This design comes from an exercise in tuning for small area on the open sky130 flow, not from production work.
Only simulation tests tie the RTL to the original design; equivalence was not proved.
Power and IR drop assume default switching activity.

// alu
module alu #(
    parameter WIDTH     = 8,
    parameter BITS      = 64,
    parameter PRECISION = 2
) (
    input  logic                 clk, rst,
    input  logic [     BITS-1:0] a,
    input  logic [     BITS-1:0] b,
    output logic [     BITS-1:0] result_final,
    input  logic [PRECISION-1:0] precision,
    input  logic [          3:0] opcode,
    output logic                 carry
);
Size: about 920 cells after synthesis, roughly 200 I/O pins, roughly 8800 sq um of cells after synthesis.
Settings: LEC_CHECK=0, CAP_MARGIN=20, CORE_MARGIN=2, CORE_UTILIZATION=60, CTS_BUF_LIST=sky130_fd_sc_hd__clkbuf_4, CTS_CLUSTER_SIZE=30, GPL_TIMING_DRIVEN=0, SETUP_SLACK_MARGIN=0.1, SLEW_MARGIN=20, SYNTH_HIERARCHICAL=1, SYNTH_MINIMUM_KEEP_SIZE=0; clock period 6.0 ns.
standard.sh (not shown) runs the stock make flow with config.mk's settings and CLKGATE_MAP_FILE= SYNTH_SCRIPT=/design/flow/synth_recipe.tcl, a recipe that flattens the netlist after the stock synthesis.
==> flow/flow/run.sh <==
#!/bin/bash
# Standard synthesis, then every combinational cell is set to its smallest
# drive strength (the layout's repair steps size up what timing needs), then
# the standard layout with the ports buffered by buf_1 and a clock tree
# built without dummy loads.
set -euo pipefail
bash standard.sh synth > synth.log 2>&1
openroad -no_init -exit flow/downsize.tcl > downsize.log 2>&1
export BUFFER_PORTS_ARGS="-buffer_cell sky130_fd_sc_hd__buf_1"
export CTS_ARGS="-sink_clustering_enable -repair_clock_nets -sink_clustering_size 30 -buf_list sky130_fd_sc_hd__clkbuf_4 -dont_use_dummy_load"
bash standard.sh > layout.log 2>&1
==> flow/flow/downsize.tcl <==
# Swap each combinational cell of the synthesized netlist to the _1 (or _0)
# drive strength of the same cell, when that is smaller.
set odb_file orfs/results/sky130hd/alu/base/1_synth.odb
read_db $odb_file
set db [ord::get_db]
set n 0
foreach inst [[ord::get_db_block] getInsts] {
  set m [$inst getMaster]
  set name [$m getName]
  if { ![regexp {^(sky130_fd_sc_hd__[a-z0-9]+)_([0-9]+)$} $name -> base drive] } { continue }
  if { [regexp {__(df|dl|sdf|edf|conb|tap|fill|decap|clkdlybuf|dlygate|dlymetal)} $base] } { continue }
  set best $m
  foreach d {0 1} {
    set cand [$db findMaster ${base}_$d]
    if { $cand ne "NULL" && [expr {[$cand getWidth] < [[set best] getWidth]}] } { set best $cand }
  }
  if { $best ne $m } {
    $inst swapMaster $best
    incr n
  }
}
puts "downsized $n instances"
write_db $odb_file
==> next run, changes <==
CORE_UTILIZATION = 70   (was 60)
GPL_TIMING_DRIVEN = 1   (was 0)
SETUP_SLACK_MARGIN = default   (was 0.1)
Result: First-iteration DRC count went up by 23%. Setup slack is better by 0.051 ns. Global-route usage grows by 6.1 points. Clock power climbs by about 2%. Cell area shrinks by 1.3%. Routed wire length increases by 0.88%. Worst hold slack gets better by 0.0037 ns. Register-to-register slack got worse by 0.03 ns.
==> next run, changes <==
==> flow/flow/run.sh (replaced) <==
#!/bin/bash
# Standard synthesis, then every combinational cell is set to its smallest
# drive strength (the layout's repair steps size up what timing needs), then
# the standard layout with the ports buffered by buf_1.
set -euo pipefail
bash standard.sh synth > synth.log 2>&1
openroad -no_init -exit flow/downsize.tcl > downsize.log 2>&1
export BUFFER_PORTS_ARGS="-buffer_cell sky130_fd_sc_hd__buf_1"
bash standard.sh > layout.log 2>&1
CORE_UTILIZATION = 60   (was 70)
CTS_BUF_LIST = sky130_fd_sc_hd__clkbuf_2 sky130_fd_sc_hd__clkbuf_4   (was sky130_fd_sc_hd__clkbuf_4)
GPL_TIMING_DRIVEN = 0   (was 1)
The changed run finished clean.
Cell count is higher by about 3%.
First-iteration DRC count falls by about 24%.
Total power came out higher by 7.7%.
==> next run, changes <==
CTS_BUF_LIST = sky130_fd_sc_hd__clkbuf_4   (was sky130_fd_sc_hd__clkbuf_2 sky130_fd_sc_hd__clkbuf_4)
What happened: The new run went through all stages and came out clean; combinational power hardly moves; design area stays the same; cell count is unchanged; power stays the same; worst setup slack does not change; worst hold slack does not change; non-clock buffer count is unchanged; area after synthesis stays the same; wire length stays the same; register-to-register slack hardly moves.

* * *

Another version of the RTL of alu (not shown whole).
For scale: about 130 flip-flops, ~11000 µm² of cells after synthesis.
clock: 6.0 ns
lec_check: 0
cap_margin: 20
core_margin: 2
core_utilization: 40
slew_margin: 20
run.sh (not shown) runs the stock make flow with config.mk's settings and CLKGATE_MAP_FILE= SYNTH_SCRIPT=/design/flow/synth_recipe.tcl, a recipe that flattens the netlist after the stock synthesis.
Stock flow here: none of the scripts above is used.
Next try:
--- a/flow/config.mk
+++ b/flow/config.mk
@@ -10,2 +10,3 @@
 export CORE_UTILIZATION = 40
+export GPL_TIMING_DRIVEN = 0
 export SLEW_MARGIN = 20
With this change the flow finished but failed the layout checks on negative setup slack.
Die area stays the same.
Routed wire length grows by 17%.
Worst setup slack gets worse by 0.32 ns.
Via count came out higher by 2.6%.
Synthesized cell count does not change.
Cell count drops by 5.1%.
Next try:
--- a/flow/config.mk
+++ b/flow/config.mk
@@ -7,2 +7,3 @@
 export LEC_CHECK = 0
+export ABC_AREA = 1
 export CAP_MARGIN = 20
@@ -10,3 +11,2 @@
 export CORE_UTILIZATION = 40
-export GPL_TIMING_DRIVEN = 0
 export SLEW_MARGIN = 20
What happened: With this change the flow completed without violations; worst setup slack is better by 0.45 ns; flip-flop and latch count is unchanged; combinational power shrinks by 29%; core utilization shrinks by 4.1 points; power shrinks by 17%; clock skew is about the same; clock power shrinks by about 9%; sequential share of layout area grows by 2.5 points; cell area shrinks by 11%; global-route usage shrinks by 4.6 points.
Next try:
==> flow/flow/run.sh (new file) <==
#!/bin/bash
# Standard synthesis and layout; the ports get the smallest buffer (buf_1)
# instead of the delay-cell buffer buffer_ports picks by default.
set -euo pipefail
bash standard.sh synth > synth.log 2>&1
export BUFFER_PORTS_ARGS="-buffer_cell sky130_fd_sc_hd__buf_1"
bash standard.sh > layout.log 2>&1
==> flow/standard.sh (new file) <==
#!/bin/bash
# synth_recipe.tcl (not shown) runs the flow's synth.tcl, then flattens the netlist and writes it again
# the make line also repeats each setting of config.mk as NAME=value (left out here)
make -C /OpenROAD-flow-scripts/flow DESIGN_CONFIG=/design/flow/config.mk WORK_HOME=/design/flow/orfs CLKGATE_MAP_FILE= SYNTH_SCRIPT=/design/flow/synth_recipe.tcl "${@:-finish}"
--- a/flow/config.mk
+++ b/flow/config.mk
@@ -11,2 +11,3 @@
 export CORE_UTILIZATION = 40
+export GPL_TIMING_DRIVEN = 0
 export SLEW_MARGIN = 20
removed: flow/run.sh
Effect: The changed run passed the timing, design-rule and antenna checks. Count of clock-buffer cells in the layout rose by 3. Non-clock buffer count fell by 65. Maximum frequency is about the same. Die area does not change. Total power went down by 7.2%. Area after synthesis is unchanged.
Next try:
--- a/flow/config.mk
+++ b/flow/config.mk
@@ -7,3 +7,2 @@
 export LEC_CHECK = 0
-export ABC_AREA = 1
 export CAP_MARGIN = 20
@@ -11,3 +10,2 @@
 export CORE_UTILIZATION = 40
-export GPL_TIMING_DRIVEN = 0
 export SLEW_MARGIN = 20
Hold slack hardly moves.
Routed wire length rose by a few percent.
Count of clock-buffer cells in the layout fell by 3.
Core utilization rose by 6.2 points.
Global-route usage fell by 1.1 points.
Setup slack degrades by 0.064 ns.
First-iteration DRC count rose by well over a third.
Cell area rose by about a fifth.
Power rose by about a fifth.
Fmax fell slightly.
Area after synthesis rose by a few percent.

## port drivers added, routing unchanged
In the flow no input, the clock included, has a driving cell. The finished layouts below were timed again as built, in two steps.
Step 1 assumes that a clkbuf_16 drives the clock port and a buf_2 every other input.
Step 2, shift: input delay + t, output delay - t, t = (earliest + latest rising clock arrival at the registers) / 2. This alone moves slack from input paths to output paths.
Three values: no drivers, after step 1, after step 2; two values: the first two.
| run | t, ns | setup slack, ns | worst setup path at the end |
|---|---|---|---|
| the first run of note 1 | 0.567 | 0.263 / 0.260 / -0.307 | input to register |
| the second run of note 1 | 0.567 | 0.314 / 0.329 / -0.237 | input to register |
| the third run of note 1 | 0.577 | 0.153 / 0.163 / -0.414 | input to register |
| the fourth run of note 1 | 0.577 | 0.153 / 0.163 / -0.414 | input to register |
| the first run of note 2 | 0.472 | 0.194 / 0.185 / -0.287 | input to register |
| the second run of note 2 | 0.480 | -0.125 / -0.147 / -0.627 | input to register |
| the third run of note 2 | 0.475 | 0.330 / 0.347 / -0.128 | input to register |
| the fourth run of note 2 | 0.485 | 0.338 / 0.325 / -0.161 | input to register |
| the fifth run of note 2 | 0.479 | 0.274 / 0.272 / -0.207 | input to register |
With both steps, setup timing fails in 8 of these runs, where it was met with ideal ports. For the first run of note 1, which loses most, drivers alone change the setup slack by -0.003 ns; drivers and shift together by -0.570 ns.
